What follows belongs to an exercise in optimizing a design on an open flow for small area and a short achievable clock period; a production flow would make more cautious choices.
The RTL was checked by simulation tests, not by an equivalence proof against the original design.
The flow treats the clock pin as an ideal source. Dropping or thinning the clock tree relies on that and would not hold on a real chip.

==> trial 53 <==
==> flow/design.v <==
module fifo_module #(
    parameter WIDTH = 8,
    parameter DEPTH = 16,
    parameter ADDR_WIDTH = 4
) (
    input clk,
    input rst,
    input [WIDTH-1:0] data_in,
    input write_enable,
    input read_enable,
    output reg [WIDTH-1:0] data_out,
    output reg full,
    output reg empty
);
reg [WIDTH-1:0] mem_n [0:DEPTH-1];    
reg [ADDR_WIDTH-1:0] head;
wire [ADDR_WIDTH-1:0] head_d;
wire empty_d, full_d, dout_en;
wire [DEPTH-1:0] mem_en;
fm_ctrl u_ctrl (
    .we(write_enable), .re(read_enable), .rst(rst),
    .head(head), .empty(empty), .full(full),
    .head_d(head_d), .empty_d(empty_d), .full_d(full_d),
    .dout_en(dout_en)
);
always @(posedge clk) begin
    head  <= head_d;
    empty <= empty_d;
    full  <= full_d;
end
wire [WIDTH-1:0] din_n;
genvar k, b;
generate
    for (b = 0; b < WIDTH; b = b + 1) begin : g_din
        fm_inv u_inv (.a(data_in[b]), .y(din_n[b]));
    end
    for (k = 0; k < DEPTH; k = k + 1) begin : g_wen
        fm_nor2b u_en (.a(full), .b_n(write_enable), .y(mem_en[k]));
    end
endgenerate
always @(posedge clk) begin
    if (mem_en[0])
        mem_n[0] <= din_n;
end
generate
    for (k = 1; k < DEPTH; k = k + 1) begin : g_shift
        always @(posedge clk) begin
            if (mem_en[k])
                mem_n[k] <= mem_n[k-1];
        end
    end
endgenerate
wire [3:0] hn;
wire [3:0] nlo, nhi;
wire [DEPTH-1:0] sel;
generate
    for (k = 0; k < 4; k = k + 1) begin : g_inv
        fm_inv u_inv (.a(head[k]), .y(hn[k]));
    end
    for (k = 0; k < 4; k = k + 1) begin : g_pre
        fm_nand2 u_lo (.a(k[0] ? head[0] : hn[0]), .b(k[1] ? head[1] : hn[1]), .y(nlo[k]));
        fm_nand2 u_hi (.a(k[0] ? head[2] : hn[2]), .b(k[1] ? head[3] : hn[3]), .y(nhi[k]));
    end
    for (k = 0; k < DEPTH; k = k + 1) begin : g_sel
        fm_nor2 u_sel (.a(nlo[k % 4]), .b(nhi[k / 4]), .y(sel[k]));
    end
endgenerate
wire [WIDTH-1:0] oldest, dout_d;
generate
    for (b = 0; b < WIDTH; b = b + 1) begin : g_rd
        wire [7:0] t;
        wire [1:0] z;
        for (k = 0; k < 8; k = k + 1) begin : g_t
            fm_a22oi u_t (.a1(sel[2*k]), .a2(mem_n[2*k][b]), .b1(sel[2*k+1]), .b2(mem_n[2*k+1][b]), .y(t[k]));
        end
        fm_nand4 u_z0 (.a(t[0]), .b(t[1]), .c(t[2]), .d(t[3]), .y(z[0]));
        fm_nand4 u_z1 (.a(t[4]), .b(t[5]), .c(t[6]), .d(t[7]), .y(z[1]));
        fm_nor2 u_o (.a(z[0]), .b(z[1]), .y(oldest[b]));
        fm_mux2 u_h (.a0(data_out[b]), .a1(oldest[b]), .s(dout_en), .y(dout_d[b]));
    end
endgenerate
always @(posedge clk) begin
    data_out <= dout_d;
end
endmodule
module fm_ctrl (
    input we, input re, input rst,
    input [3:0] head, input empty, input full,
    output [3:0] head_d, output empty_d, output full_d,
    output dout_en
);
wire [3:0] nx_a, nx_b, nx_c;
wire e_rd, f_wr;
fm_ctrl_pre u_pre (.head(head), .empty(empty), .full(full),
                   .nx_a(nx_a), .nx_b(nx_b), .nx_c(nx_c), .e_rd(e_rd), .f_wr(f_wr));
wire d00, d01, d10, d11, rst_n;
fm_nor2  u_d00 (.a(we), .b(re), .y(d00));
fm_nor2b u_d01 (.a(we), .b_n(re), .y(d01));
fm_nor2b u_d10 (.a(re), .b_n(we), .y(d10));
fm_and2  u_d11 (.a(we), .b(re), .y(d11));
fm_inv   u_rst (.a(rst), .y(rst_n));
genvar i;
generate
    for (i = 0; i < 4; i = i + 1) begin : g_h
        wire t0, t1;
        fm_a22oi u_t0 (.a1(d00), .a2(head[i]), .b1(d01), .b2(nx_b[i]), .y(t0));
        fm_a22oi u_t1 (.a1(d10), .a2(nx_a[i]), .b1(d11), .b2(nx_c[i]), .y(t1));
        fm_nand3 u_o (.a(t0), .b(t1), .c(rst_n), .y(head_d[i]));
    end
endgenerate
wire te, tf;
fm_a22oi u_te (.a1(d00), .a2(empty), .b1(d01), .b2(e_rd), .y(te));
fm_nand2 u_e (.a(te), .b(rst_n), .y(empty_d));
fm_a22oi u_tf (.a1(d00), .a2(full), .b1(d10), .b2(f_wr), .y(tf));
fm_nor2  u_f (.a(tf), .b(rst), .y(full_d));
fm_nor3 u_den (.a(rst), .b(empty), .c(~re), .y(dout_en));
endmodule
module fm_ctrl_pre (
    input [3:0] head, input empty, input full,
    output [3:0] nx_a, output [3:0] nx_b, output [3:0] nx_c,
    output e_rd, output f_wr
);
wire [3:0] inc = head + 1'b1;
wire [3:0] dec = head - 1'b1;
assign nx_a = inc | {4{full}};
assign nx_b = dec | {4{empty}};
assign nx_c = {head[3:1], head[0] & ~full} & {4{~empty}};
assign e_rd = empty | (head == 4'd0);
assign f_wr = full | (head == 4'd14);
endmodule
module fm_inv (input a, output y);
assign y = ~a;
endmodule
module fm_nand2 (input a, input b, output y);
assign y = ~(a & b);
endmodule
module fm_and2 (input a, input b, output y);
assign y = a & b;
endmodule
module fm_nor2 (input a, input b, output y);
assign y = ~(a | b);
endmodule
module fm_nor2b (input a, input b_n, output y);
assign y = ~a & b_n;
endmodule
module fm_nand3 (input a, input b, input c, output y);
assign y = ~(a & b & c);
endmodule
module fm_nor3 (input a, input b, input c, output y);
assign y = ~(a | b | c);
endmodule
module fm_nand4 (input a, input b, input c, input d, output y);
assign y = ~(a & b & c & d);
endmodule
module fm_a22oi (input a1, input a2, input b1, input b2, output y);
assign y = ~((a1 & a2) | (b1 & b2));
endmodule
module fm_mux2 (input a0, input a1, input s, output y);
assign y = s ? a1 : a0;
endmodule
==> flow/flow/run.sh <==
#!/bin/bash
# The standard layout, with three changes: port buffers of a fixed small
# cell, every cell downsized after floorplanning (the repair steps size up
# what needs it), and a clock tree built by hand in place of the tool's.
set -euo pipefail
FLOW_DIR=$(cd "$(dirname "${BASH_SOURCE[0]}")" && pwd)
export BUFFER_PORTS_ARGS="-buffer_cell sky130_fd_sc_hd__buf_2"
export POST_FLOORPLAN_TCL=$FLOW_DIR/downsize.tcl
export PRE_CTS_TCL=$FLOW_DIR/cts_pre.tcl
bash standard.sh > standard.log 2>&1
==> flow/flow/cts_pre.tcl <==
# Build the clock tree by hand (see manual_cts.tcl) and skip the tool's own.
source [file join [file dirname [info script]] manual_cts.tcl]
fm_manual_cts 4 sky130_fd_sc_hd__clkbuf_16
proc clock_tree_synthesis {args} { puts "clock_tree_synthesis skipped: tree built by hand" }
==> flow/flow/downsize.tcl <==
# Give every cell its smallest drive strength; the later repair steps size up
# only what timing, slew and load need.
proc fm_downsize {} {
  set n 0
  foreach inst [get_cells *] {
    set cell [get_name [get_lib_cells -of_objects $inst]]
    if {![regexp {^(sky130_fd_sc_hd__[a-z0-9]+)_([0-9]+)$} $cell -> base drive]} { continue }
    set best $cell
    set best_area [get_property [get_lib_cells */$cell] area]
    foreach lc [get_lib_cells */${base}_*] {
      set name [get_name $lc]
      if {![regexp "^${base}_\[0-9\]+\$" $name]} { continue }
      if {[get_property $lc dont_use]} { continue }
      set a [get_property $lc area]
      if {$a < $best_area} { set best $name; set best_area $a }
    }
    if {$best ne $cell} {
      replace_cell $inst [get_lib_cells */$best]
      incr n
    }
  }
  puts "fm_downsize: $n cells downsized"
}
fm_downsize
==> flow/flow/manual_cts.tcl <==
# Clock tree built by hand: the clock port drives NBUF clock buffers, each
# driving the flip-flops of one region of the placement.
proc fm_split {pts k axis} {
  # split pts (list of {iterm x y}) into k groups of near-equal size,
  # alternating the sort axis
  if {$k <= 1} { return [list $pts] }
  set s [lsort -integer -index $axis $pts]
  set n [llength $s]
  set k1 [expr {$k / 2}]
  set n1 [expr {($n * $k1) / $k}]
  set nax [expr {$axis == 1 ? 2 : 1}]
  return [concat [fm_split [lrange $s 0 [expr {$n1 - 1}]] $k1 $nax] \
                 [fm_split [lrange $s $n1 end] [expr {$k - $k1}] $nax]]
}

proc fm_manual_cts {nbuf bufcell} {
  set block [ord::get_db_block]
  set clk [$block findNet clk]
  set pts {}
  foreach it [$clk getITerms] {
    set box [[$it getInst] getBBox]
    lappend pts [list $it [expr {([$box xMin] + [$box xMax]) / 2}] [expr {([$box yMin] + [$box yMax]) / 2}]]
  }
  set groups [fm_split $pts $nbuf 1]
  set master [[ord::get_db] findMaster $bufcell]
  set i 0
  foreach g $groups {
    set sx 0; set sy 0
    foreach p $g { incr sx [lindex $p 1]; incr sy [lindex $p 2] }
    set cx [expr {$sx / [llength $g]}]
    set cy [expr {$sy / [llength $g]}]
    set inst [odb::dbInst_create $block $master "clkbuf_fm_$i"]
    set net [odb::dbNet_create $block "clknet_fm_$i"]
    $net setSigType CLOCK
    foreach p $g {
      set it [lindex $p 0]
      $it disconnect
      $it connect $net
    }
    [$inst findITerm A] connect $clk
    [$inst findITerm X] connect $net
    $inst setLocation [expr {$cx - [$master getWidth] / 2}] [expr {$cy - [$master getHeight] / 2}]
    $inst setPlacementStatus PLACED
    puts "fm_manual_cts: clkbuf_fm_$i drives [llength $g] sinks"
    incr i
  }
  set_propagated_clock [all_clocks]
}
==> flow/standard.sh <==
#!/bin/bash
# synth_recipe.tcl (not shown) runs the flow's synth.tcl, then flattens the netlist and writes it again
# the make line also repeats each setting of config.mk as NAME=value (left out here)
make -C /OpenROAD-flow-scripts/flow DESIGN_CONFIG=/design/flow/config.mk WORK_HOME=/design/flow/orfs CLKGATE_MAP_FILE= SYNTH_SCRIPT=/design/flow/synth_recipe.tcl "${@:-finish}"
==> flow/config.mk <==
export PLATFORM = sky130hd
export DESIGN_NAME = fifo_module
export DESIGN_NICKNAME = fifo_module
export VERILOG_FILES = /design/flow/design.v
export SDC_FILE = /design/flow/constraint.sdc
export NUM_CORES = 4
export LEC_CHECK = 0
export CAP_MARGIN = 20
export CORE_MARGIN = 2
export CORE_UTILIZATION = 60
export SETUP_SLACK_MARGIN = 2.45
export SLEW_MARGIN = 20
export SYNTH_HIERARCHICAL = 1
export SYNTH_MINIMUM_KEEP_SIZE = 0
==> flow/constraint.sdc <==
create_clock -name core_clock -period 4.0 [get_ports {clk}]
set_input_delay 0.8000 -clock core_clock [delete_from_list [all_inputs] [get_ports {clk}]]
set_output_delay 0.8000 -clock core_clock [all_outputs]
set_load 0.01 [all_outputs]
==> inputs of build 9, as changes to trial 53 <==
==> flow/design.v (replaced) <==
module fifo_module #(
    parameter WIDTH = 8,
    parameter DEPTH = 16,
    parameter ADDR_WIDTH = 4
) (
    input clk,
    input rst,
    input [WIDTH-1:0] data_in,
    input write_enable,
    input read_enable,
    output reg [WIDTH-1:0] data_out,
    output reg full,
    output reg empty
);
reg [WIDTH-1:0] mem_n [0:DEPTH-1];    
reg [3:0] lo_n, hi_n;                 
reg full_q, empty_q;                  
wire [3:0] lo_d, hi_d;
wire empty_d, full_d, dout_en;
wire [DEPTH-1:0] mem_en;
fm_ctrl u_ctrl (
    .we(write_enable), .re(read_enable), .rst(rst),
    .lo_n(lo_n), .hi_n(hi_n), .empty(empty_q), .full(full_q),
    .lo_d(lo_d), .hi_d(hi_d), .empty_d(empty_d), .full_d(full_d),
    .dout_en(dout_en)
);
always @(posedge clk) begin
    lo_n    <= lo_d;
    hi_n    <= hi_d;
    empty_q <= empty_d;
    full_q  <= full_d;
    empty   <= empty_d;
    full    <= full_d;
end
wire [WIDTH-1:0] din_n;
genvar k, b;
generate
    for (b = 0; b < WIDTH; b = b + 1) begin : g_din
        fm_inv u_inv (.a(data_in[b]), .y(din_n[b]));
    end
    for (k = 0; k < DEPTH; k = k + 1) begin : g_wen
        fm_nor2b u_en (.a(full_q), .b_n(write_enable), .y(mem_en[k]));
    end
endgenerate
always @(posedge clk) begin
    if (mem_en[0])
        mem_n[0] <= din_n;
end
generate
    for (k = 1; k < DEPTH; k = k + 1) begin : g_shift
        always @(posedge clk) begin
            if (mem_en[k])
                mem_n[k] <= mem_n[k-1];
        end
    end
endgenerate
wire [DEPTH-1:0] sel;
generate
    for (k = 0; k < DEPTH; k = k + 1) begin : g_sel
        fm_nor2 u_sel (.a(lo_n[k % 4]), .b(hi_n[k / 4]), .y(sel[k]));
    end
endgenerate
wire [WIDTH-1:0] oldest, dout_d;
generate
    for (b = 0; b < WIDTH; b = b + 1) begin : g_rd
        wire [7:0] t;
        wire [1:0] z;
        for (k = 0; k < 8; k = k + 1) begin : g_t
            fm_a22oi u_t (.a1(sel[2*k]), .a2(mem_n[2*k][b]), .b1(sel[2*k+1]), .b2(mem_n[2*k+1][b]), .y(t[k]));
        end
        fm_nand4 u_z0 (.a(t[0]), .b(t[1]), .c(t[2]), .d(t[3]), .y(z[0]));
        fm_nand4 u_z1 (.a(t[4]), .b(t[5]), .c(t[6]), .d(t[7]), .y(z[1]));
        fm_nor2 u_o (.a(z[0]), .b(z[1]), .y(oldest[b]));
        fm_mux2 u_h (.a0(data_out[b]), .a1(oldest[b]), .s(dout_en), .y(dout_d[b]));
    end
endgenerate
always @(posedge clk) begin
    data_out <= dout_d;
end
endmodule
module fm_ctrl (
    input we, input re, input rst,
    input [3:0] lo_n, input [3:0] hi_n, input empty, input full,
    output [3:0] lo_d, output [3:0] hi_d, output empty_d, output full_d,
    output dout_en
);
wire up, dn, hold, rst_n;
fm_updn u_updn (.we(we), .re(re), .empty(empty), .full(full), .up(up), .dn(dn), .hold(hold));
fm_inv u_rst (.a(rst), .y(rst_n));
wire [3:0] hi_inc, hi_dec;
genvar i;
generate
    for (i = 0; i < 4; i = i + 1) begin : g_hi
        fm_mux2 u_inc (.a0(hi_n[(i + 3) % 4]), .a1(hi_n[i]), .s(lo_n[3]), .y(hi_inc[i]));
        fm_mux2 u_dec (.a0(hi_n[(i + 1) % 4]), .a1(hi_n[i]), .s(lo_n[0]), .y(hi_dec[i]));
    end
endgenerate
wire [7:0] cur = {hi_n, lo_n};
wire [7:0] inc = {hi_inc, lo_n[2:0], lo_n[3]};
wire [7:0] dec = {hi_dec, lo_n[0], lo_n[3:1]};
wire [7:0] nxt;
generate
    for (i = 0; i < 8; i = i + 1) begin : g_h
        wire t0, t1;
        fm_a22oi u_t0 (.a1(up), .a2(inc[i]), .b1(dn), .b2(dec[i]), .y(t0));
        fm_nand2 u_t1 (.a(hold), .b(cur[i]), .y(t1));
        if (i % 4 == 3) begin : g_r0
            fm_a21oi u_o (.a1(t0), .a2(t1), .b1(rst), .y(nxt[i]));
        end else begin : g_r1
            fm_nand3 u_o (.a(t0), .b(t1), .c(rst_n), .y(nxt[i]));
        end
    end
endgenerate
assign lo_d = nxt[3:0];
assign hi_d = nxt[7:4];
wire h0, h14;
fm_nor2 u_h0 (.a(lo_n[0]), .b(hi_n[0]), .y(h0));
fm_nor2 u_h14 (.a(lo_n[2]), .b(hi_n[3]), .y(h14));
wire te, tf;
fm_a22oi u_te (.a1(empty), .a2(hold), .b1(dn), .b2(h0), .y(te));
fm_nand2 u_e (.a(te), .b(rst_n), .y(empty_d));
fm_a22oi u_tf (.a1(full), .a2(hold), .b1(up), .b2(h14), .y(tf));
fm_nor2  u_f (.a(tf), .b(rst), .y(full_d));
fm_nor3 u_den (.a(rst), .b(empty), .c(~re), .y(dout_en));
endmodule
module fm_updn (input we, input re, input empty, input full,
                output up, output dn, output hold);
wire w = we & ~full;
wire r = re & ~empty;
assign up = w & ~r;
assign dn = r & ~w;
assign hold = ~(up | dn);
endmodule
module fm_inv (input a, output y);
assign y = ~a;
endmodule
module fm_nand2 (input a, input b, output y);
assign y = ~(a & b);
endmodule
module fm_and2 (input a, input b, output y);
assign y = a & b;
endmodule
module fm_nor2 (input a, input b, output y);
assign y = ~(a | b);
endmodule
module fm_nor2b (input a, input b_n, output y);
assign y = ~a & b_n;
endmodule
module fm_nand3 (input a, input b, input c, output y);
assign y = ~(a & b & c);
endmodule
module fm_nor3 (input a, input b, input c, output y);
assign y = ~(a | b | c);
endmodule
module fm_a21oi (input a1, input a2, input b1, output y);
assign y = ~((a1 & a2) | b1);
endmodule
module fm_nand4 (input a, input b, input c, input d, output y);
assign y = ~(a & b & c & d);
endmodule
module fm_a22oi (input a1, input a2, input b1, input b2, output y);
assign y = ~((a1 & a2) | (b1 & b2));
endmodule
module fm_mux2 (input a0, input a1, input s, output y);
assign y = s ? a1 : a0;
endmodule
==> flow/flow/run.sh (replaced) <==
#!/bin/bash
# The standard layout, with four changes: port buffers of a fixed small
# cell, every cell downsized after floorplanning (the repair steps size up
# what needs it), a clock tree built by hand in place of the tool's, and
# a final downsizing of cells with slack to spare.
set -euo pipefail
FLOW_DIR=$(cd "$(dirname "${BASH_SOURCE[0]}")" && pwd)
export BUFFER_PORTS_ARGS="-buffer_cell sky130_fd_sc_hd__buf_2"
export POST_FLOORPLAN_TCL=$FLOW_DIR/downsize.tcl
export PRE_CTS_TCL=$FLOW_DIR/cts_pre.tcl
export PRE_GLOBAL_ROUTE_TCL=$FLOW_DIR/grt_pre.tcl
bash standard.sh > standard.log 2>&1
==> flow/flow/grt_pre.tcl (new file) <==
# After the timing repair of global routing, downsize the cells whose paths
# have slack to spare, keeping the same setup margin the repair aimed for.
proc recover_power_helper { } {
  set args [list -recover_power 100 -verbose]
  if { [env_var_exists_and_non_empty SETUP_SLACK_MARGIN] } {
    lappend args -setup_margin $::env(SETUP_SLACK_MARGIN)
  }
  report_wns
  log_cmd repair_timing {*}$args
  report_wns
}
==> impl_metrics.tcl <==
set metrics [dict create \
    worst_slack_ns 1.70 \
    max_clock_freq_ghz 0.435 \
    sh_seq_area 0.712 \
    die_height_um 104 \
    outcome "finished clean" \
    p_int_mw 2.17 \
    num_vias 2925 \
    endpoint "mem_n[3][2]$_DFFE_PP_" \
    seq_area_frac_synth 0.704 \
]
the above is filed under build 9

==> impl_metrics.tcl <==
set metrics [dict create \
    outcome "finished clean" \
    seq_area_frac_synth 0.695 \
    sh_seq_area 0.639 \
    endpoint "data_out[2]$_DFF_P_" \
    max_clock_freq_ghz 0.609 \
    worst_hold_slack_ns 0.453 \
    num_vias 3106 \
    p_int_mw 2.14 \
    dp_hpwl_um 8150 \
    worst_slack_ns 2.36 \
]
the above is filed under trial 53

In every run of this note, the design's own scripts or RTL, not TritonCTS, make the clock network.

static timing again, ports no longer ideal:
Ports are ideal in the flow. The routed layouts listed here were re-timed in OpenROAD. Step 1 (the two cells are an assumption about what drives the block):
set clk [get_ports {clk}]
set_driving_cell -lib_cell sky130_fd_sc_hd__clkbuf_16 $clk
set_driving_cell -lib_cell sky130_fd_sc_hd__buf_2 [delete_from_list [all_inputs] $clk]
Step 2 times the ports against the registers' clock, not the clock port: input delays grow and output delays shrink by t, the midpoint of the rising clock arrivals with the driver on. Three values: no drivers, after step 1, after step 2; two values: the first two.
| run | shift t [ns] | slack for setup (ns) | worst setup path at the end | slew at the worst register clock pin (ns) |
|---|---|---|---|---|
| trial 53 | 0.258 | 2.357 / 2.357 / 2.274 | input to register | 0.12 / 0.12 |
| build 9 | 0.261 | 1.699 / 1.754 / 1.494 | input to register | 0.12 / 0.12 |
After both steps every run listed still meets setup and hold. For build 9, which loses most, drivers alone change the setup slack by +0.055 ns; drivers and shift together by -0.205 ns.
